Source: an optimization exercise on an open RTL-to-GDS flow (aim: small area). Production flows keep margins and buffers that such runs may drop.
At most, simulation tests tie the RTL to the original design; equivalence was not proved.
No activity file was given, so power comes from the tool's default toggle rates.

== pepper ==
// uart_pwm_top
module uart_pwm_top (
    input  wire       clk,
    input  wire       rst_n,
    input  wire       uart_rx,
    output wire [8:0] pwm_out,
    output wire [6:0] seg0,
    output wire [6:0] seg1,
    output wire [6:0] seg2,
    output wire [6:0] seg3,
    output wire [3:0] pkt_count
);
clock: 20.0 ns
lec_check: 0
cap_margin: 20
core_margin: 2
core_utilization: 40
slew_margin: 20
standard.sh (not shown) runs the stock make flow with config.mk's settings and CLKGATE_MAP_FILE= SYNTH_SCRIPT=/design/flow/synth_recipe.tcl, a recipe that flattens the netlist after the stock synthesis.
==> flow/flow/run.sh <==
#!/bin/bash
# Layout flow: the standard flow (standard.sh), with two changes.
#  1. Synthesis runs ORFS's own scripts, except that ABC maps for area
#     (flow/abc_area.script in place of abc_speed.script) and Yosys's
#     adder extraction is off (ADDER_MAP_FILE empty), so ABC sees all the
#     logic. Registers are mapped before ABC, exactly as in the standard
#     synthesis.
#  2. Ports are buffered with sky130_fd_sc_hd__buf_1.
# Each step's full output goes to its own log file in this folder.
set -euo pipefail
W=$(pwd)

mkdir -p "$W/scripts_area"
for f in "$FLOW_HOME"/scripts/*; do
  ln -sf "$f" "$W/scripts_area/"
done
rm -f "$W/scripts_area/abc_speed.script"
cp "$W/flow/abc_area.script" "$W/scripts_area/abc_speed.script"

bash standard.sh "SCRIPTS_DIR=$W/scripts_area" "ADDER_MAP_FILE=" synth > "$W/synth.log" 2>&1

bash standard.sh "BUFFER_PORTS_ARGS=-buffer_cell sky130_fd_sc_hd__buf_1" \
  "CTS_ARGS=-sink_clustering_enable -repair_clock_nets -buf_list sky130_fd_sc_hd__clkbuf_4 -dont_use_dummy_load -sink_clustering_size 8 -sink_clustering_max_diameter 50" finish > "$W/layout.log" 2>&1
==> flow/flow/abc_area.script <==
&get -n
&st
&dc2
&b -a
&dch
&nf -a -R 1000
&st
&dc2
&dch
&nf -a -R 1000
&put
topo
dnsize
pepper finished end to end and its layout was clean on timing, DRC and antenna.
Inputs modified between pepper and onyx:
--- a/flow/flow/run.sh
+++ b/flow/flow/run.sh
@@ -22,2 +22,2 @@
 bash standard.sh "BUFFER_PORTS_ARGS=-buffer_cell sky130_fd_sc_hd__buf_1" \
-  "CTS_ARGS=-sink_clustering_enable -repair_clock_nets -buf_list sky130_fd_sc_hd__clkbuf_4 -dont_use_dummy_load -sink_clustering_size 8 -sink_clustering_max_diameter 50" finish > "$W/layout.log" 2>&1
+  "CTS_ARGS=-sink_clustering_enable -repair_clock_nets -buf_list sky130_fd_sc_hd__clkbuf_4 -dont_use_dummy_load -sink_clustering_size 10 -sink_clustering_max_diameter 60" finish > "$W/layout.log" 2>&1
## What came out
- Re utilization after layout: pepper and onyx aren't equal, and the higher value belongs to pepper.
- Taking pepper as the reference, in onyx final instance area went down, count of clock-buffer cells in the layout went down, worst slew margin relative to its limit went up.
Setup changes, onyx to maple
--- a/flow/flow/run.sh
+++ b/flow/flow/run.sh
@@ -22,2 +22,2 @@
 bash standard.sh "BUFFER_PORTS_ARGS=-buffer_cell sky130_fd_sc_hd__buf_1" \
-  "CTS_ARGS=-sink_clustering_enable -repair_clock_nets -buf_list sky130_fd_sc_hd__clkbuf_4 -dont_use_dummy_load -sink_clustering_size 10 -sink_clustering_max_diameter 60" finish > "$W/layout.log" 2>&1
+  "CTS_ARGS=-sink_clustering_enable -repair_clock_nets -buf_list {sky130_fd_sc_hd__clkbuf_4 sky130_fd_sc_hd__clkbuf_8} -dont_use_dummy_load -sink_clustering_size 12 -sink_clustering_max_diameter 60" finish > "$W/layout.log" 2>&1
## What came out
- onyx → maple: worst hold slack across all endpoints comparable, clock period minus final worst setup slack now smaller, wire length of the first global-routing pass comparable.
- maple vs. onyx: overall power went up by 44 uW.
- Compared with onyx, in maple global-route track usage on met1 stayed essentially flat, internal power went up by about 7%.
- On aggregate routed wire length, maple and onyx are basically level.
- The setup slack of maple is larger than that of onyx.
- Fmax (maple vs. onyx) increases by a few percent
Function was not checked in any run of this note: the RTL went through the layout flow alone.

---

Setup of trial 65:
uart_pwm_top, a different RTL version from the one above (not shown whole).
For scale: ~890 cells after synthesis, ~44 I/O pins.
==> flow/design.v (excerpt) <==
module uart_pwm_top (
    input  wire       clk,
    input  wire       rst_n,
    input  wire       uart_rx,
    output wire [8:0] pwm_out,
    output wire [6:0] seg0,
    output wire [6:0] seg1,
    output wire [6:0] seg2,
    output wire [6:0] seg3,
    output wire [3:0] pkt_count
);
    wire        rx_valid;
    wire [15:0] rx_data;
    uart_rx uart_rx_inst (
        .clk(clk), .rst_n(rst_n), .rx(uart_rx),
        .m_data(rx_data), .m_valid(rx_valid)
    );
    pwm_9ch pwm_inst (
        .clk(clk), .rst_n(rst_n),
        .rx_valid(rx_valid), .rx_data(rx_data),
        .pkt_count(pkt_count), .pwm_out(pwm_out)
    );
    sev_seg_decorder seg_inst0 (.digit(rx_data[3:0]),   .seg(seg0));
    sev_seg_decorder seg_inst1 (.digit(rx_data[7:4]),   .seg(seg1));
    sev_seg_decorder seg_inst2 (.digit(rx_data[11:8]),  .seg(seg2));
    sev_seg_decorder seg_inst3 (.digit(rx_data[15:12]), .seg(seg3));
endmodule
Settings: LEC_CHECK=0, CAP_MARGIN=20, CORE_MARGIN=2, CORE_UTILIZATION=40, SLEW_MARGIN=20; clock period 20.0 ns.
==> flow/flow/run.sh <==
#!/bin/bash
# Layout flow: the standard flow (standard.sh), with two changes.
#  1. Synthesis runs ORFS's own scripts, except that ABC maps for area
#     (flow/abc_area.script in place of abc_speed.script) and Yosys's
#     adder extraction is off (ADDER_MAP_FILE empty), so ABC sees all the
#     logic. Registers are mapped before ABC, exactly as in the standard
#     synthesis.
#  2. Ports are buffered with sky130_fd_sc_hd__buf_1.
# Each step's full output goes to its own log file in this folder.
set -euo pipefail
W=$(pwd)

mkdir -p "$W/scripts_area"
for f in "$FLOW_HOME"/scripts/*; do
  ln -sf "$f" "$W/scripts_area/"
done
rm -f "$W/scripts_area/abc_speed.script"
cp "$W/flow/abc_area.script" "$W/scripts_area/abc_speed.script"

bash standard.sh "SCRIPTS_DIR=$W/scripts_area" "ADDER_MAP_FILE=" synth > "$W/synth.log" 2>&1

bash standard.sh "BUFFER_PORTS_ARGS=-buffer_cell sky130_fd_sc_hd__buf_1" \
  "CTS_ARGS=-sink_clustering_enable -repair_clock_nets -buf_list sky130_fd_sc_hd__clkbuf_4 -dont_use_dummy_load -sink_clustering_size 10 -sink_clustering_max_diameter 60" finish > "$W/layout.log" 2>&1
==> flow/flow/abc_area.script <==
&get -n
&st
&dch
&nf -a -R 1000
&put
topo
dnsize
Trial 65 has completed all stages; timing, DRC and antenna checks passed.
Input-level comparison between build 7 and trial 65:
-- flow/flow/run.sh --
<<< trial 65, line 21

bash standard.sh "BUFFER_PORTS_ARGS=-buffer_cell sky130_fd_sc_hd__buf_1" \
  "CTS_ARGS=-sink_clustering_enable -repair_clock_nets -buf_list sky130_fd_sc_hd__clkbuf_4 -dont_use_dummy_load -sink_clustering_size 10 -sink_clustering_max_diameter 60" finish > "$W/layout.log" 2>&1
>>> build 7, line 21

bash standard.sh "BUFFER_PORTS_ARGS=-buffer_cell sky130_fd_sc_hd__buf_1" \
  "CTS_ARGS=-sink_clustering_enable -repair_clock_nets -buf_list sky130_fd_sc_hd__clkbuf_8 -dont_use_dummy_load -sink_clustering_size 20 -sink_clustering_max_diameter 80" finish > "$W/layout.log" 2>&1
Notes after the runs:
- Going from trial 65 to build 7, total power grows by about 0.9%.
- On cell area, trial 65 and build 7 are basically level.
- Reported for trial 65 and build 7, non-clock buffer count turned out identical to the last digit.
- Taking trial 65 as the reference, in build 7 fraction of area in registers shows no meaningful change, area enclosed by the die boundary comparable, clock buffer count from CTS has decreased, area share of buffers outside the clock network barely changed, area overhead of the layout relative to synthesis neither gained nor lost much.
- Build 7 ended with less arrival time of the worst setup path than trial 65.
- Comparing initial antenna violation count for trial 65 and build 7, the smaller number came from build 7.
Function was not checked in any run of this note: the RTL went through the layout flow alone.

---

Another version of the RTL of uart_pwm_top (not shown whole).
Size: roughly 720 cells after synthesis, ~230 flip-flops, ~44 I/O pins, roughly 0.0079 sq mm of cells after synthesis.
==> flow/config.mk <==
export PLATFORM = sky130hd
export DESIGN_NAME = uart_pwm_top
export DESIGN_NICKNAME = uart_pwm_top
export VERILOG_FILES = /design/flow/design.v
export SDC_FILE = /design/flow/constraint.sdc
export NUM_CORES = 4
export LEC_CHECK = 0
export CAP_MARGIN = 20
export CORE_MARGIN = 2
export CORE_UTILIZATION = 65
export PLACE_DENSITY = 0.75
export SLEW_MARGIN = 20
==> flow/constraint.sdc <==
create_clock -name core_clock -period 20.0 [get_ports {clk}]
set_input_delay 4.0000 -clock core_clock [delete_from_list [all_inputs] [get_ports {clk}]]
set_output_delay 4.0000 -clock core_clock [all_outputs]
set_load 0.01 [all_outputs]
==> flow/flow/run.sh <==
#!/bin/bash
# Layout flow: the standard flow (standard.sh), with two changes.
#  1. Synthesis runs ORFS's own scripts, except that ABC maps for area
#     (flow/abc_area.script in place of abc_speed.script) and Yosys's
#     adder extraction is off (ADDER_MAP_FILE empty), so ABC sees all the
#     logic. Registers are mapped before ABC, exactly as in the standard
#     synthesis.
#  2. Ports are buffered with sky130_fd_sc_hd__buf_1.
# Each step's full output goes to its own log file in this folder.
set -euo pipefail
W=$(pwd)

mkdir -p "$W/scripts_area"
for f in "$FLOW_HOME"/scripts/*; do
  ln -sf "$f" "$W/scripts_area/"
done
rm -f "$W/scripts_area/abc_speed.script"
cp "$W/flow/abc_area.script" "$W/scripts_area/abc_speed.script"

bash standard.sh "SCRIPTS_DIR=$W/scripts_area" "ADDER_MAP_FILE=" synth > "$W/synth.log" 2>&1

bash standard.sh "BUFFER_PORTS_ARGS=-buffer_cell sky130_fd_sc_hd__buf_1" \
  "CTS_ARGS=-sink_clustering_enable -repair_clock_nets -buf_list sky130_fd_sc_hd__clkbuf_4 -dont_use_dummy_load -sink_clustering_size 9 -sink_clustering_max_diameter 55" finish > "$W/layout.log" 2>&1
==> flow/flow/abc_area.script <==
&get -n
&st
&deepsyn -T 40
&nf -a -R 1000
&put
topo
dnsize
==> next run, changes <==
- CORE_UTILIZATION: 65 -> 40
- PLACE_DENSITY: 0.75 -> not set
After rerunning: The new run completed without violations. Design area went up by 1.8%. Worst setup slack gets worse by 0.0047 ns. Synthesized cell count stays the same. Die area went up by 60%. Synthesized area is unchanged. Clock power rose by about 2%. Clock-buffer cell count does not change. Utilization is lower by 27 points. Sequential share of layout area goes down by 1.0 points.

---

The RTL this note starts from:
==> flow/design.v <==
module uart_rx (
    input  wire        clk,
    input  wire        rst_n,
    input  wire        rx,
    output wire        m_valid,
    output reg  [15:0] m_data
);
    localparam IDLE = 2'b00, START = 2'b01, DATA = 2'b10, STOP = 2'b11;
    reg [1:0] state;
    reg [8:0] c_clocks;
    reg [2:0] c_bits;
    reg       c_words;
    wire c_zero = (c_clocks == 9'd0);
    always @(posedge clk or negedge rst_n) begin
        if (!rst_n) begin
            state    <= IDLE;
            c_clocks <= 9'd0;
            c_bits   <= 3'd0;
            c_words  <= 1'b0;
            m_data   <= 16'd0;
        end else begin
            case (state)
                IDLE: if (!rx) begin
                        state    <= START;
                        c_clocks <= 9'd216;
                    end
                START: if (c_zero) begin
                        state    <= DATA;
                        c_clocks <= 9'd433;
                    end else c_clocks <= c_clocks - 9'd1;
                DATA: if (c_zero) begin
                        c_clocks <= 9'd433;
                        m_data   <= {rx, m_data[15:1]};
                        c_bits   <= c_bits + 3'd1;
                        if (c_bits == 3'd7) begin
                            state   <= STOP;
                            c_words <= !c_words;
                        end
                    end else c_clocks <= c_clocks - 9'd1;
                STOP: if (c_zero) state <= IDLE;
                      else c_clocks <= c_clocks - 9'd1;
            endcase
        end
    end
    assign m_valid = (state == STOP) && (c_clocks == 9'd433) && !c_words;
endmodule
module pwm_9ch (
    input  wire        clk,
    input  wire        rst_n,
    input  wire        rx_valid,
    input  wire [15:0] rx_data,
    output reg  [3:0]  pkt_count,
    output reg  [8:0]  pwm_out
);
    reg [15:0] counter;
    reg [15:0] pend;
    reg [15:0] slot [0:8];
    reg [3:0]  ph;
    reg        f1, f2, ip;
    wire [8:0] phs, qs;
    genvar j;
    generate
        for (j = 0; j < 9; j = j + 1) begin : dec
            assign phs[j] = (ph == j);
            assign qs[j]  = (pkt_count == ((j + 2) % 9));
        end
    endgenerate
    wire inj = ip && |(phs & {qs[0], qs[1], qs[2], qs[3], qs[4], qs[5], qs[6], qs[7], qs[8]});
    always @(posedge clk or negedge rst_n) begin
        if (!rst_n) begin
            counter   <= 16'd0;
            pkt_count <= 4'd0;
            f1        <= 1'b1;
            f2        <= 1'b1;
            ip        <= 1'b0;
        end else begin
            counter <= counter + 16'd1;
            if (rx_valid) begin
                ip <= 1'b1;
                if (pkt_count == 4'd8) begin
                    pkt_count <= 4'd0;
                    f1        <= 1'b0;
                end else begin
                    pkt_count <= pkt_count + 4'd1;
                end
                if (!f1 && pkt_count == 4'd0)
                    f2 <= 1'b0;
            end else if (inj) begin
                ip <= 1'b0;
            end
        end
    end
    always @(posedge clk)
        ph <= (ph == 4'd8) ? 4'd0 : ph + 4'd1;
    always @(posedge clk) begin
        slot[0] <= inj ? pend : slot[8];
        if (inj)
            pend <= rx_data;
    end
    genvar s;
    generate
        for (s = 1; s < 9; s = s + 1) begin : ring
            always @(posedge clk)
                slot[s] <= slot[s - 1];
        end
    endgenerate
    wire [8:0] eq;
    generate
        for (s = 0; s < 9; s = s + 1) begin : cmp
            assign eq[s] = (counter == slot[s]);
        end
    endgenerate
    wire cnt_zero = (counter == 16'd0);
    wire lt_pend  = (counter < pend);
    genvar k;
    generate
        for (k = 0; k < 9; k = k + 1) begin : ch
            wire win = ip && qs[k];
            wire zero;
            if (k == 8) begin : z8
                assign zero = f2;
            end else begin : zk
                assign zero = f1 && (pkt_count < (k + 2));
            end
            wire [8:0] eqr = {eq, eq} >> k;
            wire hit = |(phs & eqr);
            always @(posedge clk or negedge rst_n) begin
                if (!rst_n)
                    pwm_out[k] <= 1'b0;
                else if (win)
                    pwm_out[k] <= !zero && lt_pend;
                else
                    pwm_out[k] <= !zero && (cnt_zero || pwm_out[k]) && !hit;
            end
        end
    endgenerate
endmodule
module sev_seg_decorder(
    input  [3:0] digit,
    output [6:0] seg
);
  assign seg[0] = (~digit[3]&~digit[2]&~digit[1]&digit[0]) | (~digit[3]&digit[2]&~digit[1]&~digit[0]) | (digit[3]&digit[2]&~digit[1]&digit[0]) | (digit[3]&~digit[2]&digit[1]&digit[0]);
  assign seg[1] = (~digit[3]&digit[2]&~digit[1]&digit[0]) | (digit[3]&digit[2]&~digit[0]) | (digit[2]&digit[1]&~digit[0]) | (digit[3]&digit[1]&digit[0]);
  assign seg[2] = (digit[3]&digit[2]&digit[1]) | (~digit[3]&~digit[2]&digit[1]&~digit[0]) | (digit[3]&digit[2]&~digit[0]);
  assign seg[3] = (~digit[3]&~digit[2]&~digit[1]&digit[0]) | (~digit[3]&digit[2]&~digit[1]&~digit[0]) | (digit[3]&~digit[2]&digit[1]&~digit[0]) | (digit[2]&digit[1]&digit[0]);
  assign seg[4] = (~digit[3]&digit[0]) | (~digit[2]&~digit[1]&digit[0]) | (~digit[3]&digit[2]&~digit[1]);
  assign seg[5] = (~digit[3]&~digit[2]&digit[0]) | (~digit[3]&~digit[2]&digit[1]) | (digit[3]&digit[2]&~digit[1]&digit[0]) | (~digit[3]&digit[1]&digit[0]);
  assign seg[6] = (~digit[3]&~digit[2]&~digit[1]) | (digit[3]&digit[2]&~digit[1]&~digit[0]) | (~digit[3]&digit[2]&digit[1]&digit[0]);
endmodule
module uart_pwm_top (
    input  wire       clk,
    input  wire       rst_n,
    input  wire       uart_rx,
    output wire [8:0] pwm_out,
    output wire [6:0] seg0,
    output wire [6:0] seg1,
    output wire [6:0] seg2,
    output wire [6:0] seg3,
    output wire [3:0] pkt_count
);
    wire        rx_valid;
    wire [15:0] rx_data;
    uart_rx uart_rx_inst (
        .clk(clk), .rst_n(rst_n), .rx(uart_rx),
        .m_data(rx_data), .m_valid(rx_valid)
    );
    pwm_9ch pwm_inst (
        .clk(clk), .rst_n(rst_n),
        .rx_valid(rx_valid), .rx_data(rx_data),
        .pkt_count(pkt_count), .pwm_out(pwm_out)
    );
    sev_seg_decorder seg_inst0 (.digit(rx_data[3:0]),   .seg(seg0));
    sev_seg_decorder seg_inst1 (.digit(rx_data[7:4]),   .seg(seg1));
    sev_seg_decorder seg_inst2 (.digit(rx_data[11:8]),  .seg(seg2));
    sev_seg_decorder seg_inst3 (.digit(rx_data[15:12]), .seg(seg3));
endmodule
clock: 20.0 ns
lec_check: 0
cap_margin: 20
core_margin: 2
core_utilization: 40
cts_buf_list: sky130_fd_sc_hd__clkbuf_2
slew_margin: 20
run.sh (not shown) runs the stock make flow with config.mk's settings and CLKGATE_MAP_FILE= SYNTH_SCRIPT=/design/flow/synth_recipe.tcl, a recipe that flattens the netlist after the stock synthesis.
Stock flow here: none of the scripts above is used.
Then changed:
==> flow/flow/run.sh (new file) <==
#!/bin/bash
# Layout flow: the standard flow (standard.sh), with two changes.
#  1. Synthesis runs ORFS's own scripts, except that ABC maps for area
#     (flow/abc_area.script in place of abc_speed.script) and Yosys's
#     adder extraction is off (ADDER_MAP_FILE empty), so ABC sees all the
#     logic. Registers are mapped before ABC, exactly as in the standard
#     synthesis.
#  2. Ports are buffered with sky130_fd_sc_hd__buf_1.
# Each step's full output goes to its own log file in this folder.
set -euo pipefail
W=$(pwd)

mkdir -p "$W/scripts_area"
for f in "$FLOW_HOME"/scripts/*; do
  ln -sf "$f" "$W/scripts_area/"
done
rm -f "$W/scripts_area/abc_speed.script"
cp "$W/flow/abc_area.script" "$W/scripts_area/abc_speed.script"

bash standard.sh "SCRIPTS_DIR=$W/scripts_area" "ADDER_MAP_FILE=" synth > "$W/synth.log" 2>&1

bash standard.sh "BUFFER_PORTS_ARGS=-buffer_cell sky130_fd_sc_hd__buf_1" \
  "CTS_ARGS=-sink_clustering_enable -repair_clock_nets -buf_list sky130_fd_sc_hd__clkbuf_4 -dont_use_dummy_load" finish > "$W/layout.log" 2>&1
==> flow/flow/abc_area.script (new file) <==
&get -n
&st
&dch
&nf -a -R 1000
&put
topo
dnsize
==> flow/standard.sh (new file) <==
#!/bin/bash
# synth_recipe.tcl (not shown) runs the flow's synth.tcl, then flattens the netlist and writes it again
# the make line also repeats each setting of config.mk as NAME=value (left out here)
make -C /OpenROAD-flow-scripts/flow DESIGN_CONFIG=/design/flow/config.mk WORK_HOME=/design/flow/orfs CLKGATE_MAP_FILE= SYNTH_SCRIPT=/design/flow/synth_recipe.tcl "${@:-finish}"
CTS_BUF_LIST = not set   (was sky130_fd_sc_hd__clkbuf_2)
removed: flow/run.sh
=> Non-clock buffer count grows by 10; fmax came out higher by 8.1%; wire length falls by 14%; via count shrinks by 7.5%; cell count falls by 7.9%; setup slack is better by 0.51 ns; worst hold slack gets better by 0.0040 ns; clock power falls by 8.4%.
Then changed:
==> flow/run.sh (new file) <==
#!/bin/bash
# synth_recipe.tcl (not shown) runs the flow's synth.tcl, then flattens the netlist and writes it again
# the make line also repeats each setting of config.mk as NAME=value (left out here)
make -C /OpenROAD-flow-scripts/flow DESIGN_CONFIG=/design/flow/config.mk WORK_HOME=/design/flow/orfs CLKGATE_MAP_FILE= SYNTH_SCRIPT=/design/flow/synth_recipe.tcl finish
removed: flow/flow/run.sh
removed: flow/flow/abc_area.script
removed: flow/standard.sh
The new run completed without violations.
Synthesized cell count rises by 14%.
Power rises by 27%.
Via count rises by 5.0%.
Hold slack gets better by 0.053 ns.
First-iteration DRC count rises by 33%.
Then changed:
==> flow/flow/run.sh (new file) <==
#!/bin/bash
# Layout flow: the standard flow (standard.sh), with two changes.
#  1. Synthesis runs ORFS's own scripts, except that ABC maps for area
#     (flow/abc_area.script in place of abc_speed.script) and Yosys's
#     adder extraction is off (ADDER_MAP_FILE empty), so ABC sees all the
#     logic. Registers are mapped before ABC, exactly as in the standard
#     synthesis.
#  2. Ports are buffered with sky130_fd_sc_hd__buf_1.
# Each step's full output goes to its own log file in this folder.
set -euo pipefail
W=$(pwd)

mkdir -p "$W/scripts_area"
for f in "$FLOW_HOME"/scripts/*; do
  ln -sf "$f" "$W/scripts_area/"
done
rm -f "$W/scripts_area/abc_speed.script"
cp "$W/flow/abc_area.script" "$W/scripts_area/abc_speed.script"

bash standard.sh "SCRIPTS_DIR=$W/scripts_area" "ADDER_MAP_FILE=" synth > "$W/synth.log" 2>&1

bash standard.sh "BUFFER_PORTS_ARGS=-buffer_cell sky130_fd_sc_hd__buf_1" \
  "CTS_ARGS=-sink_clustering_enable -repair_clock_nets -buf_list sky130_fd_sc_hd__clkbuf_2 -dont_use_dummy_load" finish > "$W/layout.log" 2>&1
==> flow/flow/abc_area.script (new file) <==
&get -n
&st
&dch
&nf -a -R 1000
&put
topo
dnsize
==> flow/standard.sh (new file) <==
#!/bin/bash
# synth_recipe.tcl (not shown) runs the flow's synth.tcl, then flattens the netlist and writes it again
# the make line also repeats each setting of config.mk as NAME=value (left out here)
make -C /OpenROAD-flow-scripts/flow DESIGN_CONFIG=/design/flow/config.mk WORK_HOME=/design/flow/orfs CLKGATE_MAP_FILE= SYNTH_SCRIPT=/design/flow/synth_recipe.tcl "${@:-finish}"
removed: flow/run.sh
The new run finished clean.
Design area shrinks by roughly a tenth.
Synthesized cell count is lower by roughly a tenth.
Sequential cell count stays the same.
Function was not checked in any run of this note: the RTL went through the layout flow alone.

re-timing with driven ports:
The results above use ideal ports. As a check the final layouts listed here were re-extracted and re-timed, cells and wires unchanged. Step 1 (the two cells are an assumption about what drives the block):
set clk [get_ports {clk}]
set_driving_cell -lib_cell sky130_fd_sc_hd__clkbuf_16 $clk
set_driving_cell -lib_cell sky130_fd_sc_hd__buf_2 [delete_from_list [all_inputs] $clk]
Step 2 adds t to the input delays and takes it off the output delays; t is the mean of the earliest and latest rising clock arrival at the registers after step 1. Input paths then give back, and output paths get back, about the clock's delay inside the block. Three values: ideal, step 1, step 2; two values: the first two.
run | t (ns) | setup slack, ns | worst register clock-pin slew, ns
pepper | 0.605 | 14.031 / 13.996 / 14.280 | 0.09 / 0.09
onyx | 0.648 | 13.968 / 13.932 / 14.314 | 0.12 / 0.12
maple | 0.541 | 14.107 / 14.069 / 14.300 | 0.08 / 0.08
trial 65 | 0.665 | 13.771 / 13.733 / 14.398 | 0.11 / 0.11
build 7 | 0.512 | 13.908 / 13.873 / 14.385 | 0.12 / 0.12
the first run of note 3 | 0.619 | 13.534 / 13.499 / 14.118 | 0.10 / 0.10
the second run of note 3 | 0.650 | 13.529 / 13.491 / 14.141 | 0.11 / 0.11
the first run of note 4 | 0.886 | 13.255 / 13.216 / 14.102 | 0.12 / 0.12
the second run of note 4 | 0.681 | 13.761 / 13.723 / 14.404 | 0.07 / 0.07
the third run of note 4 | 0.569 | 13.581 / 13.534 / 14.103 | 0.07 / 0.07
the fourth run of note 4 | 0.815 | 13.583 / 13.545 / 14.360 | 0.10 / 0.10
After both steps every run listed still meets setup and hold.
